Source: an optimization exercise on an open RTL-to-GDS flow (aim: small area). Production flows keep margins and buffers that such runs may drop. Where RTL was checked, it was by simulation tests only, not by an equivalence proof against the original. The RTL of runs 1 and 6 was laid out without a check of its function. Power figures rest on the tool's default switching activity, not on a simulated workload.

[config.mk]
export PLATFORM = sky130hd
export DESIGN_NAME = lab05
export DESIGN_NICKNAME = lab05
export VERILOG_FILES = /design/flow/design.v
export SDC_FILE = /design/flow/constraint.sdc
export NUM_CORES = 4
export LEC_CHECK = 0
export ABC_AREA = 1
export CAP_MARGIN = 20
export CORE_MARGIN = 2
export CORE_UTILIZATION = 40
export SLEW_MARGIN = 20
[constraint.sdc]
create_clock -name core_clock -period 10.0 [get_ports {clk}]
set_input_delay 2.0000 -clock core_clock [delete_from_list [all_inputs] [get_ports {clk}]]
set_output_delay 2.0000 -clock core_clock [all_outputs]
set_load 0.01 [all_outputs]
[design.v]
`timescale 1ns / 1ps
module ClockDivider(clk, rst, tick_disp, tick_in, tick_fsm, pos);
    input clk;
    input rst;
    output tick_disp;
    output tick_in;
    output tick_fsm;
    output [1:0] pos;
    reg [7:0] t;
    always @(posedge clk or posedge rst) begin
        if (rst)
            t <= 8'd4;
        else
            t <= t ^ {&t[6:0], &t[5:0], &t[4:0], &t[3:0], &t[2:0], &t[1:0], t[0], 1'b1};
    end
    assign tick_disp = &t[2:0];                  
    assign tick_in   = (t[4:0] == 5'b10011);       
    assign tick_fsm  = (t == 8'b1000_0011);         
    assign pos = t[4:3];
endmodule
`timescale 1ns / 1ps
module debounce(pulse, pb, clk, rst, en);
  output    pulse;
  input     pb;
  input     clk;
  input     rst;
  input     en;
  reg [2:0] s;
  reg [2:0] nx;
  always @(*) begin
    case ({s, pb})
      4'b000_0: nx = 3'b000;  4'b000_1: nx = 3'b011;
      4'b011_0: nx = 3'b000;  4'b011_1: nx = 3'b101;
      4'b101_0: nx = 3'b000;  4'b101_1: nx = 3'b100;
      4'b100_0: nx = 3'b000;  4'b100_1: nx = 3'b111;
      4'b111_0: nx = 3'b010;  4'b111_1: nx = 3'b110;
      4'b001_0: nx = 3'b000;  4'b001_1: nx = 3'b001;
      4'b110_0: nx = 3'b000;  4'b110_1: nx = 3'b001;
      4'b010_0: nx = 3'b000;  4'b010_1: nx = 3'b011;
      default:  nx = 3'b000;
    endcase
  end
  always @(posedge clk or posedge rst) begin
    if (rst)
      s <= 3'b000;
    else if (en)
      s <= nx;
  end
  assign pulse = s[1] & ~s[0];
endmodule
`timescale 1ns / 1ps
`timescale 1ns / 1ps
module LED7SEG(DISPLAY, clk, rst, en, src);
input clk;
input rst;
input en;
input [3:0] src;
output [6:0] DISPLAY;
reg [3:0] value;
	always @ (posedge clk or posedge rst) begin
		if (rst)
			value <= 4'd0;
		else if (en)
			value <= src;
	end
	assign DISPLAY = (value==4'd0) ? 7'b0000001 :
						(value==4'd1) ? 7'b1001111 :
						(value==4'd2) ? 7'b0010010 :
						(value==4'd3) ? 7'b0000110 :
						(value==4'd4) ? 7'b1001100 :
						(value==4'd5) ? 7'b0100100 :
						(value==4'd6) ? 7'b0100000 :
						(value==4'd7) ? 7'b0001111 :
						(value==4'd8) ? 7'b0000000 :
						(value==4'd9) ? 7'b0000100 :
						(value==4'd10) ? 7'b0100111 :     
						(value==4'd11) ? 7'b1100011 :     
						(value==4'd12) ? 7'b0111011 :     
						(value==4'd13) ? 7'b1110010 :     
						(value==4'd14) ? 7'b0111000 :     
						                 7'b0110000;      
endmodule
`timescale 1ns / 1ps
module lab05(clk, rst, money_5, money_10, cancel, check, count_down, LED, DIGIT, DISPLAY);
    input clk;
    input rst;
    input money_5;
    input money_10;
    input cancel;
    input check;
    input count_down;
    output [15:0] LED;
    output [3:0] DIGIT;
    output [6:0] DISPLAY;
    function [12:0] inc13(input [12:0] x);
        integer i;
        reg c;
        begin
            c = 1'b1;
            for (i = 0; i < 13; i = i + 1) begin
                inc13[i] = x[i] ^ c;
                c = c & x[i];
            end
        end
    endfunction
    function [3:0] inc4(input [3:0] x);
        inc4 = {x[3] ^ (&x[2:0]), x[2] ^ (&x[1:0]), x[1] ^ x[0], ~x[0]};
    endfunction
    function [3:0] dec4(input [3:0] x);
        dec4 = {x[3] ^ ~(|x[2:0]), x[2] ^ ~(|x[1:0]), x[1] ^ ~x[0], ~x[0]};
    endfunction
    function [3:0] sub5(input [3:0] x);
        reg c2;
        begin
            c2 = x[1] | x[0];
            sub5 = {~(x[3] ^ (x[2] & c2)), x[2] ^ c2, ~(x[1] ^ x[0]), ~x[0]};
        end
    endfunction
    wire tick_disp, tick_in, tick_fsm;
    wire [1:0] pos;
    ClockDivider timebase(clk, rst, tick_disp, tick_in, tick_fsm, pos);
    wire m5, m10, can, chk, cnt;
    debounce d_m5(m5, money_5, clk, rst, tick_in);
    debounce d_m10(m10, money_10, clk, rst, tick_in);
    debounce d_can(can, cancel, clk, rst, tick_in);
    debounce d_chk(chk, check, clk, rst, tick_in);
    debounce d_cnt(cnt, count_down, clk, rst, tick_in);
    localparam INIT = 3'b000, DEP = 3'b001, AMT = 3'b011, REL = 3'b010,
               CHJ = 3'b110, CHG = 3'b100;
    reg [2:0] state, next_state;
    reg [3:0] R1, R2, next_R1, next_R2;
    reg h, next_h;
    reg led, next_led;
    reg [12:0] count;
    wire slow = (state == REL) | (state == CHJ) | (state == CHG);
    wire fsm_en = slow ? tick_fsm : tick_in;
    wire timeout = &count;
    wire dep_event = can | m5 | m10 | chk;
    wire J = (state == CHJ);
    wire in_chg = (state == CHG);
    wire iter = J & (count[3:0] != 4'hF);
    wire at50 = (R1[2:0] == 3'd5) & ~h;
    wire below50 = (R1[2:0] != 3'd5);
    wire [3:0] R1m1 = dec4(R1);
    wire [3:0] R2m1 = dec4(R2);
    always @(*) begin
        next_state = state;
        next_R1 = R1;
        next_R2 = R2;
        next_h = h;
        next_led = led;
        case (state)
            INIT: begin
                next_state = DEP;
            end
            DEP: begin
                if (can) begin
                    next_R2 = {1'b0, h, 1'b0, h};
                    next_h = 1'b0;
                    next_led = 1'b0;
                    next_state = CHG;
                end else if (m5) begin
                    if (at50)
                        next_R2 = 4'd9;
                    else if (h) begin
                        if (below50) begin
                            next_R1 = inc4(R1);
                            next_h = 1'b0;
                            next_R2 = {R1[2:0], h};
                        end
                    end else
                        next_h = 1'b1;
                end else if (m10) begin
                    if (at50)
                        next_R2 = 4'd9;
                    else if (below50) begin
                        next_R1 = inc4(R1);
                        next_R2 = {R1[2:0], h};
                    end
                end else if (chk) begin
                    next_led = 1'b0;
                    next_state = AMT;
                end else if (timeout) begin
                    next_R2 = {1'b0, h, 1'b0, h};
                    next_h = 1'b0;
                    next_led = 1'b0;
                    next_state = CHG;
                end
            end
            AMT: begin
                if (cnt)
                    next_R2 = R2m1;
                else if (can) begin
                    next_R2 = {1'b0, h, 1'b0, h};
                    next_h = 1'b0;
                    next_state = CHG;
                end else if (chk)
                    next_state = REL;
            end
            REL: begin
                next_R2 = {1'b0, h, 1'b0, h};
                next_h = 1'b0;
                next_led = 1'b1;
                next_state = CHJ;
            end
            CHJ: begin
                if (iter) begin
                    if (R2 == 4'd0) begin
                        next_R2 = (R1 == 4'd0) ? 4'd7 : 4'd9;
                        next_R1 = (R1 == 4'd0) ? 4'd12 : R1m1;
                    end else
                        next_R2 = R2m1;
                end else
                    next_state = CHG;
            end
            CHG: begin
                if (R1 != 4'd0)
                    next_R1 = R1m1;
                else if (R2 != 4'd0)
                    next_R2 = sub5(R2);
                else
                    next_state = INIT;
            end
            default: next_state = INIT;
        endcase
    end
    always @(posedge clk or posedge rst) begin
        if (rst) begin
            state <= INIT;
            R1 <= 4'd0;
            R2 <= 4'd0;
            h <= 1'b0;
            led <= 1'b0;
        end else if (fsm_en | iter) begin
            state <= next_state;
            R1 <= next_R1;
            R2 <= next_R2;
            h <= next_h;
            led <= next_led;
        end
    end
    always @(posedge clk or posedge rst) begin
        if (rst)
            count <= 13'd0;
        else if (state == DEP) begin
            if (tick_in)
                count <= dep_event ? 13'd0 : inc13(count);
        end else if (state == REL) begin
            if (fsm_en)
                count <= {9'd0, ~R2};
        end else if (J) begin
            if (iter)
                count <= inc13(count);
        end else
            count <= 13'd0;
    end
    reg [3:0] src;
    always @(*) begin
        case (pos)
            2'd0: src = {J, 1'b0, J, 1'b0};                          
            2'd1: src = J ? 4'd11 : (in_chg ? 4'd0 : R2);          
            2'd2: src = J ? 4'd12 : R1;                              
            default: src = J ? 4'd13 : (in_chg ? R2 : {1'b0, h, 1'b0, h});  
        endcase
    end
    LED7SEG seven(DISPLAY, clk, rst, tick_disp, src);
    assign DIGIT = (pos == 2'd0) ? 4'b1110 :
                   (pos == 2'd1) ? 4'b0111 :
                   (pos == 2'd2) ? 4'b1011 : 4'b1101;
    assign LED = {15'd0, led};
endmodule
[run.sh]
#!/bin/bash
# synth_recipe.tcl (not shown) runs the flow's synth.tcl, then flattens the netlist and writes it again
# the make line also repeats each setting of config.mk as NAME=value (left out here)
make -C /OpenROAD-flow-scripts/flow DESIGN_CONFIG=/design/flow/config.mk WORK_HOME=/design/flow/orfs CLKGATE_MAP_FILE= SYNTH_SCRIPT=/design/flow/synth_recipe.tcl finish
==> flow_metrics.env, run 1 <==
export IMPL_status="timing/DRC/antenna clean"
export IMPL_arrival_ns=2.28
export IMPL_drt_iter0_drc=200
export IMPL_seq_area_frac_synth_pct=32.98
export IMPL_multiInputGateArea_um2=2283
export IMPL_ys_warn_count=4
export IMPL_fp_dieW_um=104.3
export IMPL_critPathKind="reg -> out"
export IMPL_slew_viol_final=0
export IMPL_track_usage_pct=17.24
export IMPL_numPortBuffers=18
export IMPL_n_antenna_cell=0
export IMPL_netlist_cell_type_count=46
export IMPL_place_congestion=0.9565
export IMPL_hold_depth=1
export IMPL_dr_pass1_iters=4
export IMPL_vias=3534
export IMPL_ctsHoldBuffers=0
export IMPL_ys_ff_latch=53
export IMPL_finalHoldViolations=0
export IMPL_drive_gt1_share_pct=9.912
export IMPL_synth_edf_count=0
export IMPL_finalPower_mw=0.3674
export IMPL_worstSetupEndpointType="primary output"
export IMPL_fp_row_count=36
export IMPL_fin_crit_sh_pct=42.83
export IMPL_cts_tree="yes"
export IMPL_clk_latency_ns=0.32
export IMPL_leakagePower_nw=2.317
export IMPL_worstPathMaxFanout=6
export IMPL_gr_total_overflow=0
export IMPL_fmax_mhz=233.5
export IMPL_cts_buffers=5
export IMPL_cts_max_level=2
export IMPL_grt_max_degree=54
export IMPL_dieHeight_um=104.3
export IMPL_fin_nets=597
export IMPL_die_area_um2=10880
export IMPL_ctsResizeCount=0
export IMPL_cts_setup_buffers=0
export IMPL_max_cap_violations=0
export IMPL_cts_buffer_depth=2
export IMPL_start_kind="register"
export IMPL_routed_via_density=5.063
export IMPL_wire_per_inst_um=13.11
export IMPL_pin_count=34
export IMPL_numClockSinks=53
export IMPL_syn_avg_cell_area_um2=7.318
export IMPL_rsz0062_at_grt="no"
export IMPL_worstMarginPinSlew_ns=0.6850
export IMPL_grt_pass1_wl_mm=15.61
export IMPL_hold_start="timebase.t[0]"
export IMPL_min_path_type="reg -> reg"
export IMPL_synthArstFlopShare_pct=100.0
export IMPL_n_fill_cell=1025
export IMPL_area_delta_synth_final_pct=7.274
export IMPL_root_buffer="clkbuf_8"
export IMPL_syn_area_um2=4025
export IMPL_pwr_density_cell_nw_per_um2=85.09
export IMPL_vdd_drop_max_mv=0.05787
export IMPL_grt_pass1_vias=3321
export IMPL_min_to="timebase.t[0]"
export IMPL_start_util_pct=41.18
export IMPL_dp_hpwl_mm=6.870
export IMPL_drc_errors=0
export IMPL_wl_mm=9.153
export IMPL_worst_r2r_path_depth=14
export IMPL_period_needed_ns=4.283
export IMPL_path_clk_slew_ns=0.11
export IMPL_synth_flop_cell="dfrtp_1"
export IMPL_finalSetupTns_ns=0
export IMPL_ant_nets=0
export IMPL_slew_headroom_pct=54.34
export IMPL_regArea_um2=1328
export IMPL_syn_inst=550
export IMPL_worstPathRequired_ns=8.00
export IMPL_r2r_end="count[12]"
export IMPL_timing_rr_start="count[0]"
export IMPL_fin_skew_ns=0.008026
export IMPL_coreArea_um2=9774
export IMPL_setup_viol=0
export IMPL_antenna_found_initial=0
export IMPL_r2r_slack_ns=7.12
## cells in the mapped netlist (all sizes together), types with 4 or more instances
library cell,count,area [um^2]
a21oi,23,115.1
buf,25,207.7
dfrtp,52,1301
ha,26,325.3
inv,65,251.5
nand2,179,739.5
nand3,45,262.8
nor2,51,259.0
nor3,5,36.29
o2111ai,5,43.79
o21ai,36,187.7
o21bai,4,30.03
xor2,7,61.31
## routing by layer
metal	track usage [%]	vias to the layer above	routed length, um
li1	-	1773	-
met1	23.70	1671	4356
met2	28.52	82	4339
met3	2.632	8	365
met4	3.958	0	91
met5	0	-	0
## worst max-delay path by stage
stage	to	from	cells past startpoint	slack, ns
finish	DISPLAY[5]	seven.value[2]	5	5.72
global route	DISPLAY[5]	seven.value[3]	6	5.53
CTS	DISPLAY[5]	seven.value[2]	5	5.70
detailed placement	DISPLAY[5]	seven.value[2]	5	6.06
global placement	DISPLAY[5]	seven.value[3]	6	6.16
floorplan	DISPLAY[5]	seven.value[2]	4	6.53
## area by class of cell
class / count / area share [%]
Timing Repair Buffer: 19 / 4.347
Sequential cell: 53 / 30.74
Inverter: 66 / 5.911
Multi-Input combinational cell: 419 / 52.88
Clock buffer: 5 / 1.594
Clock inverter: 3 / 0.6665
Tap cell: 133 / 3.854
## flip-flops by register name (all words and copies together), names as in the netlist, 4 cells and up
signal / cells
seven.value: 4
R1: 4
count: 13
R2: 4
timebase.t: 8
## critical path: stages, from the launching register on
cell             delay [ns]
dfrtp_1                0.43
ha_1                   0.27
inv_1                  0.17
nor2_1                 0.09
a2111oi_0              0.39
clkdlybuf4s50_1        0.61
## kinds of logic (layout without fill, tap and decap cells)
family	count (synthesis)	count (layout)	synth area share, %
simple gates	288	288	33.54
compound gates	81	81	11.75
xor+xnor	9	9	1.958
fa+ha+maj	26	26	8.082
flops	53	53	32.98
buf+inv	92	93	11.59
other cells	1	15	0.09317
## where the power goes
group          internal [mW]  switching [mW]  total [mW]  leakage (nW)
Sequential             0.216         0.00130       0.218         0.694
Clock                 0.0531          0.0839       0.137        0.0511
Combinational        0.00340         0.00939      0.0128          1.57
Total                  0.273          0.0946       0.367          2.32
## through the flow
stage          cell area (um^2)  util, %  hold slack, ns  setup slack, ns  instances
2_1_floorplan              4078        -          0.4006            6.529        564
3_3_place_gp               4220    43.18          0.4151            6.156        690
3_5_place_dp               4220    43.18          0.4605            6.061        690
4_1_cts                    4318    44.18          0.4818            5.701        698
5_1_grt                    4318    44.18          0.4886            5.526        698
6_report                   4318    44.18          0.4770            5.717        698
## layout by cell type, fill, tap and decap left out, types with 2 or more instances in the layout
cell,count
a21oi_1,23
a31oi_1,3
clkbuf_8,5
clkdlybuf4s50_1,18
conb_1,15
dfrtp_1,52
ha_1,26
inv_1,56
inv_2,8
inv_6,2
inv_8,2
nand2_1,162
nand2_2,12
nand2_4,5
nand3_1,39
nand3_2,5
nand3b_1,2
nand4_1,3
nor2_1,41
nor2_2,5
nor2_4,3
nor2_8,2
nor3_1,4
o2111ai_1,5
o211ai_1,3
o21ai_0,30
o21ai_1,4
o21ai_2,2
o21bai_1,4
xnor2_1,2
xor2_1,7
==> run 2: changes to the inputs <==
--- a/design.v
+++ b/design.v
@@ -30,13 +30,14 @@
   always @(*) begin
-    case ({s, pb})
-      4'b000_0: nx = 3'b000;  4'b000_1: nx = 3'b011;
-      4'b011_0: nx = 3'b000;  4'b011_1: nx = 3'b101;
-      4'b101_0: nx = 3'b000;  4'b101_1: nx = 3'b100;
-      4'b100_0: nx = 3'b000;  4'b100_1: nx = 3'b111;
-      4'b111_0: nx = 3'b010;  4'b111_1: nx = 3'b110;
-      4'b001_0: nx = 3'b000;  4'b001_1: nx = 3'b001;
-      4'b110_0: nx = 3'b000;  4'b110_1: nx = 3'b001;
-      4'b010_0: nx = 3'b000;  4'b010_1: nx = 3'b011;
-      default:  nx = 3'b000;
-    endcase
+    if (pb)
+      case (s)
+        3'b000: nx = 3'b001;
+        3'b001: nx = 3'b011;
+        3'b011: nx = 3'b010;
+        3'b010: nx = 3'b110;
+        3'b110: nx = 3'b101;
+        3'b111: nx = 3'b001;
+        default: nx = 3'b100;
+      endcase
+    else
+      nx = (s == 3'b110) ? 3'b111 : 3'b000;
   end
@@ -48,3 +49,3 @@
   end
-  assign pulse = s[1] & ~s[0];
+  assign pulse = s[2] & s[0];
 endmodule
==> flow_metrics.env, run 2 <==
export IMPL_n_fill_cell=1019
export IMPL_utilization_pct=43.93
export IMPL_cts_tree="yes"
export IMPL_synthArstFlopShare_pct=100.0
export IMPL_leakagePower_nw=2.198
export IMPL_arrival_ns=2.33
export IMPL_fp_row_count=36
export IMPL_timing_rr_start="count[0]"
export IMPL_drt_iter0_drc=129
export IMPL_slew_viol_final=0
export IMPL_numClockSinks=53
export IMPL_largest_register_ffs=13
export IMPL_pwr_density_cell_nw_per_um2=87.54
export IMPL_numPortBuffers=18
export IMPL_synth_flop_cell="dfrtp_1"
export IMPL_critPathLaunch="seven.value[3]"
export IMPL_dieHeight_um=103.0
export IMPL_synth_edf_count=0
export IMPL_antenna_found_initial=0
export IMPL_clk_latency_ns=0.32
export IMPL_place_congestion=0.9073
export IMPL_slew_headroom_pct=54.43
export IMPL_syn_area_um2=3924
export IMPL_synth_most_common_cell="nand2_1"
export IMPL_vias=3475
export IMPL_layout_commonest_cell="nand2_1"
export IMPL_vdd_drop_max_mv=0.04745
export IMPL_start_util_pct=40.71
export IMPL_ys_warn_count=4
export IMPL_rsz0062_at_grt="no"
export IMPL_finalHoldViolations=0
export IMPL_layout_common_cells="145 x nand2_1, 73 x inv_1, 52 x dfrtp_1"
export IMPL_grt_pass1_vias=3365
export IMPL_worstPathRequired_ns=8.00
export IMPL_drc_errors=0
export IMPL_ys_ff_latch=53
export IMPL_finalSetupTns_ns=0
export IMPL_coreArea_um2=9639
export IMPL_cts_max_level=2
export IMPL_synthTopCellsByArea="dfrtp_1 33%, nand2_1 14%, ha_1 8.3%"
export IMPL_worstSetupEndpointType="primary output"
export IMPL_ant_nets=0
export IMPL_pin_count=34
export IMPL_wl_mm=8.723
export IMPL_die_area_um2=10620
export IMPL_fin_skew_ns=0.009167
export IMPL_worstMarginPinSlew_ns=0.6835
export IMPL_period_needed_ns=4.331
export IMPL_final_cells=700
export IMPL_root_buffer="clkbuf_8"
export IMPL_fin_nets=599
export IMPL_ctsResizeCount=0
export IMPL_drive_gt1_share_pct=4.762
export IMPL_max_cap_violations=0
export IMPL_n_antenna_cell=0
export IMPL_min_path_type="reg -> reg"
export IMPL_cts_buffers=5
export IMPL_ctsHoldBuffers=0
export IMPL_grt_max_degree=54
export IMPL_regMostFlops="count"
export IMPL_dr_pass1_iters=4
export IMPL_path_clk_slew_ns=0.10
export IMPL_fmax_mhz=230.9
export IMPL_track_usage_pct=18.33
export IMPL_cts_setup_buffers=0
export IMPL_cts_buffer_depth=2
export IMPL_gr_total_overflow=0
export IMPL_fin_crit_sh_pct=43.31
export IMPL_seq_area_frac_synth_pct=33.83
export IMPL_syn_inst=551
export IMPL_netlist_cell_type_count=36
export IMPL_hold_start="timebase.t[0]"
export IMPL_synthTopCellsByCount="145 x nand2_1, 74 x inv_1, 52 x dfrtp_1"
export IMPL_synth_top_area_share_pct=33.16
export IMPL_holdWs_ns=0.4259
export IMPL_routed_via_density=4.964
export IMPL_start_kind="register"
export IMPL_area_delta_synth_final_pct=7.908
export IMPL_worstPathMaxFanout=6
export IMPL_critPathKind="reg -> out"
export IMPL_status="timing/DRC/antenna clean"
export IMPL_dp_hpwl_mm=6.672
export IMPL_dp_cells=692
export IMPL_synth_area_leader_cell="dfrtp_1"
export IMPL_wire_per_inst_um=12.46
export IMPL_setup_viol=0
export IMPL_fp_dieW_um=103.0
export IMPL_top_regs="count x13, timebase.t x8"
export IMPL_grt_pass1_wl_mm=15.36
export IMPL_syn_avg_cell_area_um2=7.121
[run 2: changes by cell type in the layout (fill, tap and decap cells not counted), sizes merged, moves of 4 or more]
| cell | before | now |
|---|---|---|
| nand4 | 3 | 10 |
| nand3 | 45 | 37 |
| o21ai | 36 | 55 |
| o211ai | 3 | 7 |
| inv | 68 | 78 |
| xor2 | 7 | 13 |
| a21oi | 23 | 27 |
| nor2 | 51 | 45 |
| o22ai | 1 | 5 |
| nand2 | 179 | 147 |
[run 2: report_power, final]
group	internal (mW)	total [mW]	switching, mW	leakage [nW]
sequential	0.217	0.221	0.00326	0.702
combinational	0.00786	0.0248	0.0169	1.46
clock	0.0499	0.125	0.0753	0.0385
total	0.275	0.371	0.0955	2.20
[run 2: final timing paths]
kind | cells after the start | slack (ns) | end
worst max-delay path | 9 | 5.67 | DISPLAY[1]
worst min-delay path | 1 | 0.43 | timebase.t[0]
worst max register to register | 16 | 6.96 | count[12]
worst min register to register | 1 | 0.43 | timebase.t[0]
max in group asynchronous | 3 | 7.37 | R1[1]
min in group asynchronous | 3 | 2.18 | count[9]
[run 2: layout make-up]
| class | count | area (um^2) | area share [%] |
|---|---|---|---|
| inverters | 78 | 292.8 | 6.915 |
| flip-flops and latches | 53 | 1328 | 31.35 |
| repair buffers | 19 | 187.7 | 4.433 |
| clock buffers | 7 | 76.32 | 1.803 |
| well taps | 133 | 166.4 | 3.930 |
| multi-input cells | 409 | 2176 | 51.39 |
| clock inverters | 1 | 7.507 | 0.1773 |
[run 2: stage by stage]
step | instance area (um^2) | total power [mW] | setup slack, ns
3_3_place_gp | 4150 | 0.2495 | 6.138
2_1_floorplan | 3976 | 0.2461 | 6.703
4_1_cts | 4234 | 0.3730 | 5.662
5_1_grt | 4234 | 0.3861 | 5.468
3_5_place_dp | 4150 | 0.2501 | 6.017
6_report | 4234 | 0.3707 | 5.669
[run 2: worst max-delay path, cell delays in order, from the launching register on]
cell	delay, ns
dfrtp_1	0.41
inv_1	0.11
ha_1	0.25
inv_1	0.13
o21ai_0	0.26
a21oi_1	0.10
o31ai_1	0.08
o31ai_1	0.10
inv_1	0.06
clkdlybuf4s50_1	0.52
[run 2: cell families after synthesis]
| group | after synthesis | synth area share, % |
|---|---|---|
| AO/OA/AOI/OAI | 110 | 16.04 |
| buffers and inverters | 103 | 12.05 |
| XOR/XNOR | 15 | 3.348 |
| adder cells (fa/ha/maj) | 26 | 8.291 |
| other | 1 | 0.09557 |
| AND/OR/NAND/NOR | 243 | 26.34 |
| flip-flops | 53 | 33.83 |
[run 2: metal layers]
metal / GRT usage (%) / part of all wire, % / up-vias
li1: - / - / 1801
met1: 23.71 / 47 / 1606
met5: 0 / 0 / -
met3: 2.780 / 3.0 / 13
met2: 31.22 / 48 / 55
met4: 6.478 / 1.8 / 0
==> run 3: changes to the inputs <==
--- a/design.v
+++ b/design.v
@@ -30,14 +30,13 @@
   always @(*) begin
-    if (pb)
-      case (s)
-        3'b000: nx = 3'b001;
-        3'b001: nx = 3'b011;
-        3'b011: nx = 3'b010;
-        3'b010: nx = 3'b110;
-        3'b110: nx = 3'b101;
-        3'b111: nx = 3'b001;
-        default: nx = 3'b100;
-      endcase
-    else
-      nx = (s == 3'b110) ? 3'b111 : 3'b000;
+    case ({s, pb})
+      4'b000_0: nx = 3'b000;  4'b000_1: nx = 3'b001;
+      4'b001_0: nx = 3'b000;  4'b001_1: nx = 3'b010;
+      4'b010_0: nx = 3'b000;  4'b010_1: nx = 3'b101;
+      4'b101_0: nx = 3'b000;  4'b101_1: nx = 3'b011;
+      4'b011_0: nx = 3'b100;  4'b011_1: nx = 3'b110;
+      4'b111_0: nx = 3'b000;  4'b111_1: nx = 3'b111;
+      4'b110_0: nx = 3'b000;  4'b110_1: nx = 3'b111;
+      4'b100_0: nx = 3'b000;  4'b100_1: nx = 3'b001;
+      default:  nx = 3'b000;
+    endcase
   end
@@ -49,3 +48,3 @@
   end
-  assign pulse = s[2] & s[0];
+  assign pulse = s[2] & ~s[0];
 endmodule
@@ -128,4 +127,4 @@
     debounce d_cnt(cnt, count_down, clk, rst, tick_in);
-    localparam INIT = 3'b000, DEP = 3'b001, AMT = 3'b011, REL = 3'b010,
-               CHJ = 3'b110, CHG = 3'b100;
+    localparam INIT = 3'b000, DEP = 3'b011, AMT = 3'b001, REL = 3'b111,
+               CHJ = 3'b100, CHG = 3'b110;
     reg [2:0] state, next_state;
@@ -242,16 +241,20 @@
     end
-    always @(posedge clk or posedge rst) begin
-        if (rst)
+    wire in_dep = (state == DEP);
+    wire count_inc = (in_dep & tick_in & ~dep_event) | iter;
+    wire count_clr = (in_dep & tick_in & dep_event) | ~(in_dep | (state == REL) | J);
+    wire count_load = (state == REL) & fsm_en;
+    reg [12:0] count_carry;
+    integer k;
+    always @(*) begin
+        count_carry[0] = count_inc;
+        for (k = 1; k < 13; k = k + 1)
+            count_carry[k] = count_carry[k - 1] & count[k - 1];
+    end
+    always @(posedge clk) begin
+        if (count_clr)
             count <= 13'd0;
-        else if (state == DEP) begin
-            if (tick_in)
-                count <= dep_event ? 13'd0 : inc13(count);
-        end else if (state == REL) begin
-            if (fsm_en)
-                count <= {9'd0, ~R2};
-        end else if (J) begin
-            if (iter)
-                count <= inc13(count);
-        end else
-            count <= 13'd0;
+        else if (count_load)
+            count <= {9'd0, ~R2};
+        else
+            count <= count ^ count_carry;
     end
==> flow/run.sh (new file) <==
#!/bin/bash
# Own layout flow: the standard layout (standard.sh), except that
#  - synthesis maps logic with a stronger ABC script (flow/synth.tcl, flow/abc.script)
#    and leaves adders to ABC instead of extracting half/full adder cells;
#  - port buffers are buf_1 cells.
# The full make output goes to flow.log in the work folder.
set -euo pipefail
W=$(pwd)
bash standard.sh finish \
  "SYNTH_SCRIPT=$W/flow/synth.tcl" \
  "ADDER_MAP_FILE=" \
  "BUFFER_PORTS_ARGS=-buffer_cell sky130_fd_sc_hd__buf_1" > "$W/flow.log" 2>&1
==> flow/abc.script (new file) <==
strash
&get -n
&deepsyn -T 30
&dch -f
&nf -R 1000
&put
topo
==> flow/synth.tcl (new file) <==
# The standard synthesis script (synth_recipe.tcl), with one change: ABC
# maps the logic with the script abc.script beside this file instead of
# ORFS's. Registers are mapped before ABC runs, so they are the standard ones.
set own_abc_script [file join [file dirname [file normalize [info script]]] abc.script]
proc synth {args} { yosys synth -nofsm -noshare {*}$args }
proc abc {args} {
  set i [lsearch -exact $args -script]
  if { $i >= 0 } { lset args [expr {$i + 1}] $::own_abc_script }
  yosys abc {*}$args
}
source $::env(SCRIPTS_DIR)/synth.tcl
# left out here: clear keep_hierarchy, flatten, clean up, hide names made inside functions, write 1_2_yosys.v
==> standard.sh (new file) <==
#!/bin/bash
# synth_recipe.tcl (not shown) runs the flow's synth.tcl, then flattens the netlist and writes it again
# the make line also repeats each setting of config.mk as NAME=value (left out here)
make -C /OpenROAD-flow-scripts/flow DESIGN_CONFIG=/design/flow/config.mk WORK_HOME=/design/flow/orfs CLKGATE_MAP_FILE= SYNTH_SCRIPT=/design/flow/synth_recipe.tcl "${@:-finish}"
--- a/config.mk
+++ b/config.mk
@@ -7,3 +7,2 @@
 export LEC_CHECK = 0
-export ABC_AREA = 1
 export CAP_MARGIN = 20
removed: run.sh
==> flow_metrics.env, run 3 <==
export IMPL_final_cells=460
export IMPL_vias=2388
export IMPL_finalHoldViolations=0
export IMPL_grt_pass1_vias=2138
export IMPL_fp_row_count=30
export IMPL_worst_r2r_path_depth=9
export IMPL_syn_inst=338
export IMPL_gr_total_overflow=0
export IMPL_leakagePower_nw=1.277
export IMPL_dp_cells=452
export IMPL_regArea_um2=1262
export IMPL_cts_buffer_depth=2
export IMPL_dp_hpwl_mm=4.167
export IMPL_coreArea_um2=6832
export IMPL_synth_flop_cell="dfrtp_1"
export IMPL_fin_crit_sh_pct=40.30
export IMPL_cts_buffers=5
export IMPL_pin_count=34
export IMPL_synthTopCellsByCount="44 x nor2_1, 39 x dfrtp_1, 34 x nand2_1, 34 x o21ai_0, 31 x a21oi_1"
export IMPL_synth_top_area_share_pct=34.27
export IMPL_period_needed_ns=4.030
export IMPL_final_area_um2=3099
export IMPL_antenna_found_initial=0
export IMPL_slew_headroom_pct=48.41
export IMPL_synth_edf_count=0
export IMPL_track_usage_pct=15.82
export IMPL_path_clk_slew_ns=0.09
export IMPL_ys_ff_latch=53
export IMPL_arrival_ns=2.03
export IMPL_hold_start="timebase.t[7]"
export IMPL_pwr_density_cell_nw_per_um2=120.6
export IMPL_timing_rr_start="timebase.t[4]"
export IMPL_status="timing/DRC/antenna clean"
export IMPL_cts_setup_buffers=0
export IMPL_ctsResizeCount=0
export IMPL_worstPathMaxFanout=7
export IMPL_cts_tree="yes"
export IMPL_dieHeight_um=88.38
export IMPL_n_antenna_cell=0
export IMPL_ctsHoldBuffers=0
export IMPL_fin_skew_ns=0.008053
export IMPL_die_area_um2=7810
export IMPL_utilization_pct=45.37
export IMPL_ys_warn_count=4
export IMPL_start_kind="register"
export IMPL_setup_viol=0
export IMPL_layout_common_cells="44 x nor2_1, 39 x dfrtp_1, 34 x nand2_1, 34 x o21ai_0, 31 x a21oi_1"
export IMPL_synth_area_leader_cell="dfrtp_1"
export IMPL_fin_nets=370
export IMPL_dr_pass1_iters=4
export IMPL_r2r_end="count[12]"
export IMPL_fp_dieW_um=88.38
export IMPL_rsz0062_at_grt="no"
export IMPL_root_buffer="clkbuf_8"
export IMPL_numPortBuffers=18
export IMPL_largest_register_ffs=13
export IMPL_min_to="timebase.t[7]"
export IMPL_netlist_cell_type_count=45
export IMPL_cts_max_level=2
export IMPL_layout_commonest_cell="nor2_1"
export IMPL_finalSetupTns_ns=0
export IMPL_multiInputGateArea_um2=1481
export IMPL_hold_depth=1
export IMPL_ant_nets=0
export IMPL_placed_area_um2=2988
export IMPL_synthTopCellsByArea="dfrtp_1 34%, dfxtp_1 9.1%, o21ai_0 6.0%"
export IMPL_synthArstFlopShare_pct=75.47
export IMPL_drt_iter0_drc=111
export IMPL_syn_avg_cell_area_um2=8.425
export IMPL_slew_viol_final=0
export IMPL_numClockSinks=53
export IMPL_drc_errors=0
export IMPL_vdd_drop_max_mv=0.08116
export IMPL_synth_most_common_cell="nor2_1"
export IMPL_top_regs="count x13, timebase.t x8"
export IMPL_worstMarginPinSlew_ns=0.7710
export IMPL_start_util_pct=41.68
export IMPL_fmax_mhz=248.2
export IMPL_worstSetupEndpointType="primary output"
export IMPL_finalPower_mw=0.3738
export IMPL_wl_mm=5.757
export IMPL_critPathKind="reg -> out"
export IMPL_max_cap_violations=0
export IMPL_seq_area_frac_synth_pct=44.33
export IMPL_r2r_slack_ns=6.80
export IMPL_grt_pass1_wl_mm=9.798
export IMPL_min_path_type="reg -> reg"
export IMPL_worstPathRequired_ns=8.00
export IMPL_n_fill_cell=699
export IMPL_routed_via_density=5.191
export IMPL_regMostFlops="count"
export IMPL_syn_area_um2=2848
export IMPL_place_congestion=0.8009
export IMPL_area_delta_synth_final_pct=8.831
export IMPL_clk_latency_ns=0.31
export IMPL_drive_gt1_share_pct=3.022
export IMPL_grt_max_degree=41
export IMPL_wire_per_inst_um=12.52
## run 3: cell types whose count changed in the layout (fill, tap and decap cells not counted), moves of 18 or more
cell | before | now
buf_1 | 0 | 18
clkdlybuf4s50_1 | 18 | 0
ha_1 | 26 | 0
inv_1 | 73 | 0
nand2_1 | 145 | 34
nand3_1 | 34 | 5
## run 3: layout make-up
class / instances / share of cell area, %
well taps: 96 / 3.876
clock buffers: 6 / 2.342
inverters: 11 / 1.332
repair buffers: 20 / 2.665
multi-input cells: 272 / 47.80
clock inverters: 2 / 1.252
flip-flops and latches: 53 / 40.73
## run 3: worst max path at each step
stage                    from          to  slack, ns  cells past startpoint
6_report       seven.value[2]  DISPLAY[3]       5.97                      8
5_1_grt        seven.value[2]  DISPLAY[3]       5.74                      8
4_1_cts        seven.value[3]  DISPLAY[3]       5.98                      8
3_5_place_dp   seven.value[3]  DISPLAY[3]       6.32                      8
3_3_place_gp   seven.value[3]  DISPLAY[3]       6.37                      8
2_1_floorplan  seven.value[3]  DISPLAY[3]       6.57                      7
## run 3: cell families (layout without fill, tap and decap cells)
group | after synthesis | after routing | synth area share [%]
AND/OR/NAND/NOR | 140 | 140 | 23.81
AO/OA/AOI/OAI | 104 | 104 | 22.06
flip-flops | 53 | 53 | 44.33
buffers and inverters | 27 | 39 | 5.668
XOR/XNOR | 13 | 13 | 3.998
other | 1 | 15 | 0.1317
## run 3: worst max-delay path: stages, from the launching register on
cell     delay (ns)
dfrtp_1        0.45
nand2_1        0.13
o21ai_0        0.23
nor2_1         0.06
nor2_1         0.12
o21ai_0        0.11
or3b_1         0.37
o21ai_0        0.08
buf_1          0.17
## run 3: routing by layer
layer	wire (um)	GRT usage [%]	vias to the layer above
met5	0	0	-
met4	88	4.683	0
met3	156	3.265	8
met2	2600	24.81	37
met1	2912	22.22	1108
li1	-	-	1235
## run 3: power breakdown
| group | leakage, nW | internal, mW | switching [mW] |
|---|---|---|---|
| Clock | 0.0554 | 0.0752 | 0.0709 |
| Sequential | 0.612 | 0.215 | 0.00122 |
| Combinational | 0.610 | 0.00273 | 0.00830 |
| Total | 1.28 | 0.293 | 0.0804 |
## run 3: through the flow
| step | worst slack, ns | hold slack, ns |
|---|---|---|
| after global routing | 5.739 | 0.5113 |
| after global placement | 6.375 | 0.4596 |
| final | 5.970 | 0.4795 |
| after floorplan | 6.566 | 0.4461 |
| after detailed placement | 6.323 | 0.4691 |
| after CTS | 5.976 | 0.4833 |
==> run 4: changes to the inputs <==
--- a/flow/run.sh
+++ b/flow/run.sh
@@ -4,3 +4,4 @@
 #    and leaves adders to ABC instead of extracting half/full adder cells;
-#  - port buffers are buf_1 cells.
+#  - port buffers are buf_1 cells;
+#  - the constant outputs share one tie cell.
 # The full make output goes to flow.log in the work folder.
@@ -11,2 +12,3 @@
   "ADDER_MAP_FILE=" \
+  "SKIP_REPAIR_TIE_FANOUT=1" \
   "BUFFER_PORTS_ARGS=-buffer_cell sky130_fd_sc_hd__buf_1" > "$W/flow.log" 2>&1
==> flow_metrics.env, run 4 <==
export IMPL_dieHeight_um=88.38
export IMPL_slew_viol_final=0
export IMPL_synthTopCellsByCount="46 x nand2_1, 39 x dfrtp_1, 34 x nor2_1"
export IMPL_pwr_density_cell_nw_per_um2=122.0
export IMPL_gr_total_overflow=0
export IMPL_clk_latency_ns=0.31
export IMPL_cpLargestDelayFamily="compound AO/OA/AOI/OAI gates"
export IMPL_wl_mm=5.938
export IMPL_setup_viol=0
export IMPL_n_fill_cell=693
export IMPL_leakagePower_nw=1.192
export IMPL_max_cap_violations=0
export IMPL_fp_dieW_um=88.38
export IMPL_layout_common_cells="46 x nand2_1, 39 x dfrtp_1, 34 x nor2_1"
export IMPL_hold_depth=1
export IMPL_min_path_type="reg -> reg"
export IMPL_drive_gt1_share_pct=3.125
export IMPL_cts_tree="yes"
export IMPL_utilization_pct=44.58
export IMPL_antenna_found_initial=0
export IMPL_syn_inst=340
export IMPL_ctsHoldBuffers=0
export IMPL_worst_path_stages=5
export IMPL_syn_avg_cell_area_um2=8.376
export IMPL_arrival_ns=1.67
export IMPL_dr_pass1_iters=4
export IMPL_rsz0062_at_grt="no"
export IMPL_worstSetupEndpointType="primary output"
export IMPL_numClockSinks=53
export IMPL_slew_headroom_pct=50.32
export IMPL_final_area_um2=3045
export IMPL_synth_top_area_share_pct=34.27
export IMPL_cts_buffers=5
export IMPL_critPathSlowestCell="dfrtp_1"
export IMPL_crit_path_cell_trace="nor2b_1 > a21oi_1 > clkinv_1 > a32o_1 > buf_1"
export IMPL_ant_nets=0
export IMPL_top_regs="count x13, timebase.t x8"
export IMPL_r2r_slack_ns=6.89
export IMPL_worstPathRequired_ns=8.00
export IMPL_worstPathMaxFanout=7
export IMPL_seq_area_frac_synth_pct=44.33
export IMPL_start_kind="register"
export IMPL_synth_edf_count=0
export IMPL_grt_pass1_vias=2143
export IMPL_regMostFlops="count"
export IMPL_grt_max_degree=41
export IMPL_fin_skew_ns=0.01294
export IMPL_drt_iter0_drc=162
export IMPL_synth_flop_cell="dfrtp_1"
export IMPL_multiInputGateArea_um2=1418
export IMPL_fp_row_count=30
export IMPL_synth_area_leader_cell="dfrtp_1"
export IMPL_ctsResizeCount=0
export IMPL_r2r_end="count[12]"
export IMPL_slowest_delay_ns=0.45
export IMPL_n_antenna_cell=0
export IMPL_pin_count=34
export IMPL_cts_setup_buffers=0
export IMPL_ys_warn_count=4
export IMPL_finalHoldViolations=0
export IMPL_cts_buffer_depth=2
export IMPL_fin_crit_sh_pct=36.65
export IMPL_placed_area_um2=2935
export IMPL_ys_ff_latch=53
export IMPL_worst_r2r_path_depth=10
export IMPL_drc_errors=0
export IMPL_die_area_um2=7810
export IMPL_period_needed_ns=3.665
export IMPL_fmax_mhz=272.9
export IMPL_critPathCapture="DISPLAY[3]"
export IMPL_finalSetupTns_ns=0
export IMPL_largest_register_ffs=13
export IMPL_critPathKind="reg -> out"
export IMPL_synthArstFlopShare_pct=75.47
export IMPL_timing_rr_start="timebase.t[3]"
export IMPL_track_usage_pct=16.28
export IMPL_critPathLaunch="seven.value[2]"
export IMPL_worstMarginPinSlew_ns=0.7424
export IMPL_synthTopCellsByArea="dfrtp_1 34%, dfxtp_1 9.1%, nand2_1 6.1%"
export IMPL_dp_hpwl_mm=4.178
export IMPL_numPortBuffers=18
export IMPL_wire_per_inst_um=13.25
export IMPL_place_congestion=0.8952
export IMPL_vias=2388
export IMPL_synth_most_common_cell="nand2_1"
export IMPL_path_clk_slew_ns=0.10
export IMPL_vdd_drop_max_mv=0.07400
export IMPL_syn_area_um2=2848
export IMPL_status="timing/DRC/antenna clean"
export IMPL_fin_nets=358
export IMPL_regArea_um2=1262
export IMPL_area_delta_synth_final_pct=6.942
export IMPL_routed_via_density=5.330
export IMPL_critPathBufInv=2
export IMPL_cts_max_level=2
export IMPL_layout_commonest_cell="nand2_1"
export IMPL_coreArea_um2=6832
export IMPL_start_util_pct=41.68
export IMPL_netlist_cell_type_count=40
export IMPL_root_buffer="clkbuf_8"
export IMPL_grt_pass1_wl_mm=10.04
==> run 4: changes by cell type in the layout (fill, tap and decap cells not counted), sizes merged, moves of 3 or more <==
cell and delta:
o21ai -5, conb -14, and3 -4, clkinv +3, nor3 +3, nand3 +5, nor2 -10, nand2 +12
==> run 4: how the worst min path moves through the flow <==
stage	slack [ns]	endpoint	from
after global routing	0.48	count[12]	count[12]
after detailed placement	0.45	count[12]	count[12]
after floorplan	0.43	count[12]	count[12]
after global placement	0.45	count[12]	count[12]
after CTS	0.47	count[12]	count[12]
final	0.46	count[12]	count[12]
==> run 4: kinds of logic after synthesis <==
| family | after synthesis | share of synthesized area (%) |
|---|---|---|
| AOI/OAI and AO/OA | 95 | 20.52 |
| and+or+nand+nor | 148 | 24.87 |
| other | 1 | 0.1317 |
| muxes | 1 | 0.3954 |
| xor gates and xnor gates | 12 | 3.691 |
| DFF | 53 | 44.33 |
| buffers and inverters | 30 | 6.063 |
==> run 4: per-stage QoR <==
stage	setup slack, ns	cells	total power [mW]	hold WS [ns]
final	6.335	448	0.3716	0.4625
after floorplan	6.886	340	0.2332	0.4333
after CTS	6.362	448	0.3759	0.4665
after detailed placement	6.714	440	0.2324	0.4536
after global routing	6.160	448	0.3868	0.4818
after global placement	6.754	440	0.2322	0.4470
==> run 4: layer usage <==
layer / vias to the layer above / part of all wire, % / GRT usage [%]
met2: 39 / 41 / 23.51
li1: 1227 / - / -
met5: - / 0 / 0
met3: 11 / 4.2 / 3.451
met4: 0 / 2.1 / 5.923
met1: 1111 / 52 / 24.07
==> run 4: area by class of cell <==
type,count,share of cell area [%]
Clock buffer,5,2.260
Clock inverter,3,1.356
Inverter,14,1.726
Multi-Input combinational cell,257,46.55
Sequential cell,53,41.45
Tap cell,96,3.944
Timing Repair Buffer,20,2.712
==> run 4: worst reg2reg max path: stages (launching register included) <==
cell and delay, ns:
dfrtp_1 0.48, nor2b_1 0.38, nand2_1 0.39, nor3_1 0.41, and2_0 0.22, and4_1 0.24
and2_0 0.27, and3_1 0.24, and2_0 0.20, o22ai_1 0.10, a21oi_1 0.12
==> run 4: power by group <==
group          leakage [nW]  total, mW  internal (mW)  switching, mW
Sequential            0.612      0.217          0.215        0.00120
Clock                0.0518      0.144         0.0737         0.0702
Combinational         0.528     0.0111        0.00273        0.00838
==> run 5: changes to the inputs <==
--- a/config.mk
+++ b/config.mk
@@ -10,2 +10,4 @@
 export CORE_UTILIZATION = 40
+export CTS_BUF_LIST = sky130_fd_sc_hd__clkbuf_4 sky130_fd_sc_hd__clkbuf_8
+export CTS_CLUSTER_SIZE = 40
 export SLEW_MARGIN = 20
==> flow_metrics.env, run 5 <==
export IMPL_cts_buffers=5
export IMPL_synthTopCellsByArea="dfrtp_1 34%, dfxtp_1 9.2%, a21oi_1 7.4%"
export IMPL_drt_iter0_drc=150
export IMPL_place_congestion=0.8305
export IMPL_regMostFlops="count"
export IMPL_layout_commonest_cell="a21oi_1"
export IMPL_dieHeight_um=88.12
export IMPL_pwr_density_cell_nw_per_um2=116.9
export IMPL_max_cap_violations=0
export IMPL_gr_total_overflow=0
export IMPL_cpMostUsedCell="o21ai_0"
export IMPL_syn_inst=338
export IMPL_grt_pass1_vias=2211
export IMPL_synth_edf_count=0
export IMPL_pin_count=34
export IMPL_ys_ff_latch=53
export IMPL_ys_warn_count=4
export IMPL_p_sw_share_pct=23.78
export IMPL_fin_skew_ns=0.009579
export IMPL_grt_pass1_wl_mm=9.998
export IMPL_dp_hpwl_mm=4.219
export IMPL_period_needed_ns=3.869
export IMPL_worstPathRequired_ns=8.00
export IMPL_synthTopCellsByCount="42 x a21oi_1, 39 x dfrtp_1, 38 x nand2_1"
export IMPL_layout_common_cells="42 x a21oi_1, 39 x dfrtp_1, 38 x nand2_1"
export IMPL_ctsResizeCount=0
export IMPL_synthArstFlopShare_pct=75.47
export IMPL_slowest_delay_ns=0.48
export IMPL_synth_most_common_cell="a21oi_1"
export IMPL_top_regs="count x13, timebase.t x8"
export IMPL_cts_tree="yes"
export IMPL_syn_avg_cell_area_um2=8.373
export IMPL_coreArea_um2=6832
export IMPL_root_buffer="clkbuf_8"
export IMPL_synth_flop_cell="dfrtp_1"
export IMPL_cts_setup_buffers=0
export IMPL_synth_area_leader_cell="dfrtp_1"
export IMPL_die_area_um2=7764
export IMPL_dr_pass1_iters=4
export IMPL_grt_max_degree=41
export IMPL_leakagePower_nw=1.185
export IMPL_clk_latency_ns=0.31
export IMPL_ant_nets=0
export IMPL_vias=2402
export IMPL_status="timing/DRC/antenna clean"
export IMPL_arrival_ns=1.87
export IMPL_rsz0062_at_grt="no"
export IMPL_netlist_cell_type_count=44
export IMPL_worstSetupEndpointType="primary output"
export IMPL_timing_rr_start="timebase.t[3]"
export IMPL_cts_buffer_depth=2
export IMPL_track_usage_pct=16.32
export IMPL_setup_viol=0
export IMPL_p_switching_mw=0.08361
export IMPL_critPathLaunch="seven.value[3]"
export IMPL_finalHoldViolations=0
export IMPL_largest_register_ffs=13
export IMPL_wire_per_inst_um=13.00
export IMPL_utilization_pct=44.03
export IMPL_internal_power_mw=0.2680
export IMPL_slew_viol_final=0
export IMPL_seqPwrFrac_pct=61.6
export IMPL_dp_cells=438
export IMPL_seq_area_frac_synth_pct=44.61
export IMPL_cts_max_level=2
export IMPL_slew_headroom_pct=47.53
export IMPL_n_antenna_cell=0
export IMPL_n_fill_cell=729
export IMPL_min_path_type="reg -> reg"
export IMPL_final_area_um2=3008
export IMPL_start_util_pct=41.43
export IMPL_syn_area_um2=2830
export IMPL_ctsHoldBuffers=0
export IMPL_numPortBuffers=18
export IMPL_path_clk_slew_ns=0.10
export IMPL_start_kind="register"
export IMPL_drive_gt1_share_pct=3.429
export IMPL_final_cells=446
export IMPL_routed_via_density=5.386
export IMPL_pwr_share_clk_pct=35.2
export IMPL_placed_area_um2=2918
export IMPL_vdd_drop_max_mv=0.06873
export IMPL_fmax_mhz=258.4
export IMPL_pwr_share_comb_pct=3.1
export IMPL_wl_mm=5.798
export IMPL_numClockSinks=53
export IMPL_finalSetupTns_ns=0
export IMPL_fp_dieW_um=88.12
export IMPL_hold_start="count[5]"
export IMPL_worstPathMaxFanout=9
export IMPL_fp_row_count=30
export IMPL_area_delta_synth_final_pct=6.277
export IMPL_fin_nets=356
export IMPL_critPathSlowestCell="dfrtp_1"
export IMPL_finalPower_mw=0.3516
export IMPL_fin_crit_sh_pct=38.69
export IMPL_antenna_found_initial=0
export IMPL_drc_errors=0
export IMPL_critPathKind="reg -> out"
export IMPL_synth_top_area_share_pct=34.48
export IMPL_crit_path_cell_trace="xnor2_1 > o21bai_1 > a21oi_1 > nand3b_1 > clkinv_1 > o21ai_0 > o21ai_0 > buf_1"
export IMPL_worstMarginPinSlew_ns=0.7842
==> run 5: path summary, 6_finish.rpt <==
path	to	slack [ns]	depth (start not counted)
setup / recovery	DISPLAY[6]	6.13	8
hold / removal	count[5]	0.49	1
setup reg to reg	count[12]	6.54	13
hold reg to reg	count[5]	0.49	1
max in group asynchronous	timebase.t[2]	7.89	3
min in group asynchronous	d_can.s[0]	1.75	3
==> run 5: cell type report <==
class	instances	area, um^2	area share (%)
multi-input combinational	256	1404	46.67
sequential	53	1262	41.97
tap	96	120.1	3.993
timing repair buffer	20	82.58	2.745
clock buffer	5	68.82	2.288
inverter	13	48.80	1.622
clock inverter	3	21.27	0.7072
==> run 5: routing by layer <==
layer | wire, um | GRT usage [%] | part of all wire (%) | vias up
met5 | 0 | 0 | 0 | -
met4 | 123 | 7.163 | 2.1 | 0
met3 | 205 | 2.828 | 3.5 | 9
met2 | 2614 | 25.55 | 45 | 42
met1 | 2854 | 22.29 | 49 | 1132
li1 | - | - | - | 1219
==> run 5: kinds of logic after synthesis <==
family / count (synthesis) / synth area share [%]
XOR/XNOR: 12 / 3.713
other: 1 / 0.1325
AND/OR/NAND/NOR: 139 / 23.43
buffers and inverters: 29 / 5.968
multiplexers: 1 / 0.3978
AO/OA/AOI/OAI: 103 / 21.75
flip-flops: 53 / 44.61
==> run 5: power groups by stage <==
| stage | Sequential, mW | Combinational [mW] | Clock [mW] |
|---|---|---|---|
| floorplan | 0.221 | 0.0125 | 0 |
| global placement | 0.221 | 0.0113 | 0 |
| CTS | 0.217 | 0.0115 | 0.128 |
| finish | 0.217 | 0.0111 | 0.124 |
| detailed placement | 0.221 | 0.0115 | 0 |
| global route | 0.217 | 0.0133 | 0.135 |
==> run 5: worst max-delay path: cells and delay by family (launching register included) <==
family | cells | cell delay (ns)
AO/OA/AOI/OAI | 4 | 0.53
buffers and inverters | 2 | 0.23
AND/OR/NAND/NOR | 1 | 0.14
XOR/XNOR | 1 | 0.17
flip-flops | 1 | 0.48
==> run 5: per-stage QoR <==
stage	hold slack [ns]	worst slack, ns
after detailed placement	0.4708	6.485
after global routing	0.5166	5.999
after global placement	0.4612	6.568
after floorplan	0.4461	5.846
after CTS	0.4896	6.129
final	0.4852	6.131
==> run 6: changes to the inputs <==
--- a/design.v
+++ b/design.v
@@ -153,2 +153,5 @@
             INIT: begin
+                next_R1 = 4'd0;
+                next_R2 = 4'd0;
+                next_h = 1'b0;
                 next_state = DEP;
@@ -229,5 +232,2 @@
             state <= INIT;
-            R1 <= 4'd0;
-            R2 <= 4'd0;
-            h <= 1'b0;
             led <= 1'b0;
@@ -235,2 +235,7 @@
             state <= next_state;
+            led <= next_led;
+        end
+    end
+    always @(posedge clk) begin
+        if (fsm_en | iter) begin
             R1 <= next_R1;
@@ -238,3 +243,2 @@
             h <= next_h;
-            led <= next_led;
         end
@@ -264,3 +268,3 @@
             2'd0: src = {J, 1'b0, J, 1'b0};                          
-            2'd1: src = J ? 4'd11 : (in_chg ? 4'd0 : R2);          
+            2'd1: src = J ? 4'd11 : ((in_chg | (state == INIT)) ? 4'd0 : R2);          
             2'd2: src = J ? 4'd12 : R1;                              
--- a/flow/run.sh
+++ b/flow/run.sh
@@ -4,4 +4,3 @@
 #    and leaves adders to ABC instead of extracting half/full adder cells;
-#  - port buffers are buf_1 cells;
-#  - the constant outputs share one tie cell.
+#  - port buffers are buf_1 cells.
 # The full make output goes to flow.log in the work folder.
@@ -12,3 +11,2 @@
   "ADDER_MAP_FILE=" \
-  "SKIP_REPAIR_TIE_FANOUT=1" \
   "BUFFER_PORTS_ARGS=-buffer_cell sky130_fd_sc_hd__buf_1" > "$W/flow.log" 2>&1
--- a/config.mk
+++ b/config.mk
@@ -10,4 +10,2 @@
 export CORE_UTILIZATION = 40
-export CTS_BUF_LIST = sky130_fd_sc_hd__clkbuf_4 sky130_fd_sc_hd__clkbuf_8
-export CTS_CLUSTER_SIZE = 40
 export SLEW_MARGIN = 20
==> flow_metrics.env, run 6 <==
export IMPL_status="timing/DRC/antenna clean"
export IMPL_period_needed_ns=3.839
export IMPL_slowest_delay_ns=0.43
export IMPL_antenna_found_initial=0
export IMPL_seq_area_frac_synth_pct=44.97
export IMPL_fin_crit_sh_pct=38.39
export IMPL_vias=2506
export IMPL_synthXorXnorAreaFrac_pct=3.916
export IMPL_fin_skew_ns=0.006940
export IMPL_dr_pass1_iters=4
export IMPL_drc_errors=0
export IMPL_ctsResizeCount=0
export IMPL_drt_iter0_drc=284
export IMPL_cts_max_level=2
export IMPL_vdd_drop_max_mv=0.05612
export IMPL_grt_pass1_wl_mm=10.07
export IMPL_layout_commonest_cell="nand2_1"
export IMPL_n_antenna_cell=0
export IMPL_coreArea_um2=7137
export IMPL_gr_total_overflow=0
export IMPL_slew_viol_final=0
export IMPL_synth_flop_cell="dfrtp_1"
export IMPL_synthTopCellsByCount="51 x nand2_1, 37 x nor2_1, 30 x dfrtp_1"
export IMPL_fin_nets=373
export IMPL_syn_inst=341
export IMPL_track_usage_pct=16.29
export IMPL_start_kind="register"
export IMPL_synthTopCellsByArea="dfrtp_1 26%, edfxtp_1 9.3%, dfxtp_1 9.0%"
export IMPL_worstPathRequired_ns=8.00
export IMPL_numPortBuffers=18
export IMPL_synth_most_common_cell="nand2_1"
export IMPL_numClockSinks=53
export IMPL_synthMuxAreaShare_pct=0
export IMPL_synth_edf_count=9
export IMPL_ant_nets=0
export IMPL_rsz0062_at_grt="no"
export IMPL_grt_pass1_vias=2076
export IMPL_worstPathMaxFanout=6
export IMPL_cts_setup_buffers=0
export IMPL_ys_warn_count=4
export IMPL_cts_buffers=5
export IMPL_setup_viol=0
export IMPL_layout_common_cells="51 x nand2_1, 37 x nor2_1, 30 x dfrtp_1"
export IMPL_min_path_type="reg -> reg"
export IMPL_finalSetupTns_ns=0
export IMPL_critPathSlowestCell="dfrtp_1"
export IMPL_fp_row_count=31
export IMPL_syn_area_um2=2908
export IMPL_die_area_um2=7967
export IMPL_synthAdderAreaFrac_pct=0
export IMPL_holdWs_ns=0.4795
export IMPL_largest_register_ffs=13
export IMPL_worstMarginPinSlew_ns=1.017
export IMPL_cpMostUsedCell="nand2_1"
export IMPL_syn_avg_cell_area_um2=8.527
export IMPL_synth_top_area_share_pct=25.82
export IMPL_path_clk_slew_ns=0.09
export IMPL_arrival_ns=1.84
export IMPL_synth_compound_area_share_pct=21.56
export IMPL_worstSetupEndpointType="primary output"
export IMPL_synth_top_family_by_area="simple AND/OR/NAND/NOR gates"
export IMPL_max_cap_violations=0
export IMPL_synth_area_leader_cell="dfrtp_1"
export IMPL_routed_via_density=5.378
export IMPL_cts_tree="yes"
export IMPL_wl_mm=6.188
export IMPL_dp_hpwl_mm=4.579
export IMPL_slew_headroom_pct=32.19
export IMPL_yosys_area_share_simple_pct=24.14
export IMPL_ys_ff_latch=53
export IMPL_synthArstFlopShare_pct=58.49
export IMPL_regMostFlops="count"
export IMPL_pwr_density_cell_nw_per_um2=112.1
export IMPL_netlist_cell_type_count=49
export IMPL_fmax_mhz=260.5
export IMPL_crit_path_cell_trace="clkinv_1 > nand2_1 > a21oi_1 > nand4b_1 > nand2_1 > a32o_1 > buf_1"
export IMPL_dieHeight_um=89.26
export IMPL_cts_buffer_depth=2
export IMPL_critPathKind="reg -> out"
export IMPL_drive_gt1_share_pct=2.997
export IMPL_pin_count=34
export IMPL_cpLargestDelayFamily="compound AO/OA/AOI/OAI gates"
export IMPL_wire_per_inst_um=13.28
export IMPL_finalHoldViolations=0
export IMPL_ctsHoldBuffers=0
export IMPL_critPathBufInv=2
export IMPL_area_delta_synth_final_pct=8.778
export IMPL_root_buffer="clkbuf_8"
export IMPL_start_util_pct=40.74
export IMPL_place_congestion=0.8822
export IMPL_fp_dieW_um=89.26
export IMPL_clk_latency_ns=0.30
export IMPL_top_regs="count x13, timebase.t x8"
export IMPL_grt_max_degree=26
export IMPL_utilization_pct=44.32
export IMPL_leakagePower_nw=1.157
==> run 6: changes by cell type after synthesis, sizes merged, moves of 3 or more <==
cell and delta:
clkinv -4, a32o +3, dfrtp -9, a21oi -15, nand2 +13, and2 +3, edfxtp +9
==> run 6: worst paths after layout <==
check	start	to	slack, ns	depth (start not counted)
setup / recovery	seven.value[3]	DISPLAY[6]	6.16	7
hold / removal	timebase.t[7]	timebase.t[7]	0.48	1
setup reg to reg	timebase.t[3]	count[2]	6.76	9
hold reg to reg	timebase.t[7]	timebase.t[7]	0.48	1
max in group asynchronous	rst	d_chk.s[0]	7.91	3
min in group asynchronous	rst	d_m5.s[2]	1.66	2
==> run 6: cell type report <==
class	count	area (um^2)
well taps	99	123.9
inverters	9	33.78
clock buffers	6	82.58
clock inverters	2	8.758
repair buffers	20	102.6
multi-input cells	277	1504
fillers	758	3974
flip-flops and latches	53	1308
==> run 6: cells by family (layout without fill, tap and decap cells) <==
group	Yosys count	after routing
simple gates	151	151
flops	53	53
xor+xnor	13	13
buf+inv	25	37
other cells	1	15
compound gates	98	98
==> run 6: per-stage QoR <==
step | setup slack, ns | cell area [um^2] | instances | power (mW)
floorplan | 6.666 | 2960 | 355 | 0.2369
global placement | 6.570 | 3044 | 457 | 0.2353
detailed placement | 6.533 | 3072 | 458 | 0.2369
CTS | 6.176 | 3163 | 466 | 0.3601
global route | 6.031 | 3163 | 466 | 0.3706
finish | 6.161 | 3163 | 466 | 0.3545
==> run 6: metal layers <==
layer	share of wire, %	GRT usage [%]
met5	0	0
met4	1.5	5.292
met3	4.8	3.047
met2	44	24.85
met1	50	23.46
==> run 6: power by group <==
part / internal (mW) / total, mW / switching, mW / leakage, nW
Combinational: 0.00350 / 0.0110 / 0.00746 / 0.583
Clock: 0.0550 / 0.122 / 0.0673 / 0.0486
Sequential: 0.220 / 0.221 / 0.00143 / 0.525
Total: 0.278 / 0.354 / 0.0762 / 1.16
==> run 7: changes to the inputs <==
--- a/design.v
+++ b/design.v
@@ -31,10 +31,10 @@
     case ({s, pb})
-      4'b000_0: nx = 3'b000;  4'b000_1: nx = 3'b001;
-      4'b001_0: nx = 3'b000;  4'b001_1: nx = 3'b010;
-      4'b010_0: nx = 3'b000;  4'b010_1: nx = 3'b101;
-      4'b101_0: nx = 3'b000;  4'b101_1: nx = 3'b011;
-      4'b011_0: nx = 3'b100;  4'b011_1: nx = 3'b110;
-      4'b111_0: nx = 3'b000;  4'b111_1: nx = 3'b111;
-      4'b110_0: nx = 3'b000;  4'b110_1: nx = 3'b111;
-      4'b100_0: nx = 3'b000;  4'b100_1: nx = 3'b001;
+      4'b000_0: nx = 3'b000;  4'b000_1: nx = 3'b011;
+      4'b011_0: nx = 3'b000;  4'b011_1: nx = 3'b101;
+      4'b101_0: nx = 3'b000;  4'b101_1: nx = 3'b100;
+      4'b100_0: nx = 3'b000;  4'b100_1: nx = 3'b111;
+      4'b111_0: nx = 3'b010;  4'b111_1: nx = 3'b110;
+      4'b001_0: nx = 3'b000;  4'b001_1: nx = 3'b001;
+      4'b110_0: nx = 3'b000;  4'b110_1: nx = 3'b001;
+      4'b010_0: nx = 3'b000;  4'b010_1: nx = 3'b011;
       default:  nx = 3'b000;
@@ -48,3 +48,3 @@
   end
-  assign pulse = s[2] & ~s[0];
+  assign pulse = s[1] & ~s[0];
 endmodule
@@ -153,5 +153,2 @@
             INIT: begin
-                next_R1 = 4'd0;
-                next_R2 = 4'd0;
-                next_h = 1'b0;
                 next_state = DEP;
@@ -232,2 +229,5 @@
             state <= INIT;
+            R1 <= 4'd0;
+            R2 <= 4'd0;
+            h <= 1'b0;
             led <= 1'b0;
@@ -235,7 +235,2 @@
             state <= next_state;
-            led <= next_led;
-        end
-    end
-    always @(posedge clk) begin
-        if (fsm_en | iter) begin
             R1 <= next_R1;
@@ -243,2 +238,3 @@
             h <= next_h;
+            led <= next_led;
         end
@@ -268,3 +264,3 @@
             2'd0: src = {J, 1'b0, J, 1'b0};                          
-            2'd1: src = J ? 4'd11 : ((in_chg | (state == INIT)) ? 4'd0 : R2);          
+            2'd1: src = J ? 4'd11 : (in_chg ? 4'd0 : R2);          
             2'd2: src = J ? 4'd12 : R1;                              
==> flow_metrics.env, run 7 <==
export IMPL_status="timing/DRC/antenna clean"
export IMPL_drive_gt1_share_pct=3.252
export IMPL_place_congestion=0.9187
export IMPL_worstPathRequired_ns=8.00
export IMPL_synth_edf_count=0
export IMPL_fp_row_count=30
export IMPL_wire_per_inst_um=13.52
export IMPL_synth_flop_cell="dfrtp_1"
export IMPL_critPathKind="reg -> out"
export IMPL_synthTopCellsByArea="dfrtp_1 34%, dfxtp_1 9.2%, a21oi_1 6.9%"
export IMPL_layout_setup_ws_ns=6.143
export IMPL_slew_headroom_pct=53.45
export IMPL_dieHeight_um=88.32
export IMPL_numClockSinks=53
export IMPL_cts_buffer_depth=2
export IMPL_layout_common_cells="52 x nand2_1, 39 x dfrtp_1, 39 x a21oi_1"
export IMPL_synth_area_leader_cell="dfrtp_1"
export IMPL_cts_tree="yes"
export IMPL_syn_inst=342
export IMPL_fmax_mhz=259.3
export IMPL_drt_iter0_drc=155
export IMPL_numPortBuffers=18
export IMPL_die_area_um2=7800
export IMPL_fin_nets=375
export IMPL_gr_total_overflow=0
export IMPL_synthArstFlopShare_pct=75.47
export IMPL_worstMarginPinSlew_ns=0.6983
export IMPL_vdd_drop_max_mv=0.06775
export IMPL_fin_crit_sh_pct=38.57
export IMPL_internal_power_mw=0.2803
export IMPL_dr_pass1_iters=5
export IMPL_seq_area_frac_synth_pct=44.39
export IMPL_pwr_share_comb_pct=2.5
export IMPL_start_kind="register"
export IMPL_start_util_pct=41.63
export IMPL_path_clk_slew_ns=0.10
export IMPL_coreArea_um2=6832
export IMPL_worstPathMaxFanout=5
export IMPL_slew_viol_final=0
export IMPL_seqPwrFrac_pct=60.2
export IMPL_drc_errors=0
export IMPL_worstSetupEndpointType="primary output"
export IMPL_syn_area_um2=2844
export IMPL_layout_commonest_cell="nand2_1"
export IMPL_p_switching_mw=0.07701
export IMPL_routed_via_density=5.267
export IMPL_min_path_type="reg -> reg"
export IMPL_regMostFlops="count"
export IMPL_largest_register_ffs=13
export IMPL_ctsResizeCount=0
export IMPL_ys_warn_count=4
export IMPL_ant_nets=0
export IMPL_critPathSlowestCell="dfrtp_1"
export IMPL_cts_buffers=5
export IMPL_crit_path_cell_trace="clkinv_1 > nor4_1 > a21oi_1 > a21boi_0 > a22oi_1 > buf_1"
export IMPL_finalSetupTns_ns=0
export IMPL_slowest_delay_ns=0.43
export IMPL_antenna_found_initial=0
export IMPL_n_antenna_cell=0
export IMPL_grt_pass1_wl_mm=10.81
export IMPL_period_needed_ns=3.857
export IMPL_finalPower_mw=0.3573
export IMPL_pin_count=34
export IMPL_setup_viol=0
export IMPL_max_cap_violations=0
export IMPL_track_usage_pct=17.53
export IMPL_rsz0062_at_grt="no"
export IMPL_cts_setup_buffers=0
export IMPL_syn_avg_cell_area_um2=8.316
export IMPL_clk_latency_ns=0.31
export IMPL_fin_skew_ns=0.008128
export IMPL_p_sw_share_pct=21.55
export IMPL_fp_dieW_um=88.32
export IMPL_synthTopCellsByCount="52 x nand2_1, 39 x a21oi_1, 39 x dfrtp_1"
export IMPL_vias=2449
export IMPL_ctsHoldBuffers=0
export IMPL_ys_ff_latch=53
export IMPL_grt_max_degree=41
export IMPL_area_delta_synth_final_pct=8.799
export IMPL_synth_top_area_share_pct=34.32
export IMPL_pwr_share_clk_pct=37.3
export IMPL_leakagePower_nw=1.270
export IMPL_wl_mm=6.287
export IMPL_arrival_ns=1.86
export IMPL_synth_most_common_cell="nand2_1"
export IMPL_top_regs="count x13, timebase.t x8"
export IMPL_netlist_cell_type_count=43
export IMPL_grt_pass1_vias=2346
export IMPL_pre_cts_ws_ns=6.514
export IMPL_finalHoldViolations=0
export IMPL_root_buffer="clkbuf_8"
export IMPL_cts_max_level=2
export IMPL_dp_hpwl_mm=4.518
export IMPL_pwr_density_cell_nw_per_um2=115.5
run 7: cell type report:
cell class | instances | area (um^2)
repair buffers | 21 | 90.09
clock buffers | 7 | 97.59
clock inverters | 1 | 5.005
multi-input cells | 276 | 1478
well taps | 96 | 120.1
flip-flops and latches | 53 | 1262
inverters | 11 | 41.29
fillers | 719 | 3737
run 7: path summary, 6_finish.rpt:
path	from	end	slack, ns	cells after the start
min	timebase.t[7]	timebase.t[7]	0.50	1
max reg2reg	timebase.t[4]	count[12]	6.67	10
min reg2reg	timebase.t[7]	timebase.t[7]	0.50	1
max in group asynchronous	rst	timebase.t[2]	7.87	3
min in group asynchronous	rst	timebase.t[7]	1.77	3
max	seven.value[0]	DISPLAY[0]	6.14	6
run 7: worst max-delay path: cells and delay by family (launching register included):
family | cells | cell delay (ns)
compound gates | 3 | 0.47
buf+inv | 2 | 0.33
flops | 1 | 0.43
simple gates | 1 | 0.32
run 7: kinds of logic after synthesis:
kind of cell,after synthesis,share of synthesized area (%)
compound gates,102,21.95
xor+xnor,14,4.311
buf+inv,27,5.676
flops,53,44.39
other cells,1,0.1319
simple gates,145,23.54
run 7: layer usage:
metal | wire length [um] | part of all wire [%] | GRT usage (%) | vias up
met4 | 89 | 1.4 | 5.510 | 0
met1 | 3016 | 48 | 22.70 | 1143
met3 | 243 | 3.9 | 3.825 | 6
met2 | 2937 | 47 | 29.39 | 50
li1 | - | - | - | 1250
met5 | 0 | 0 | 0 | -
run 7: stage by stage:
| stage | instance area, um^2 | std cells | utilization [%] | hold slack (ns) |
|---|---|---|---|---|
| final | 3094 | 465 | 45.29 | 0.4971 |
| after global routing | 3094 | 465 | 45.29 | 0.5129 |
| after CTS | 3094 | 465 | 45.29 | 0.4967 |
| after detailed placement | 2992 | 457 | 43.79 | 0.4794 |
| after global placement | 2992 | 457 | 43.79 | 0.4627 |
| after floorplan | 2897 | 356 | - | 0.4453 |
run 7: power by group through the flow:
stage	clock [mW]	sequential, mW	combinational [mW]
detailed placement	0	0.220	0.00915
global route	0.148	0.215	0.0107
global placement	0	0.220	0.00906
floorplan	0	0.219	0.0106
finish	0.133	0.215	0.00893
CTS	0.138	0.215	0.00917

Re-timed with assumed drivers on the ports (clkbuf_16 on the clock, buf_2 on other inputs), run 7 has 6.110 ns of setup slack against 6.143 ns with ideal ports, and 6.445 ns once port delays also move by the mid clock arrival of 0.335 ns.
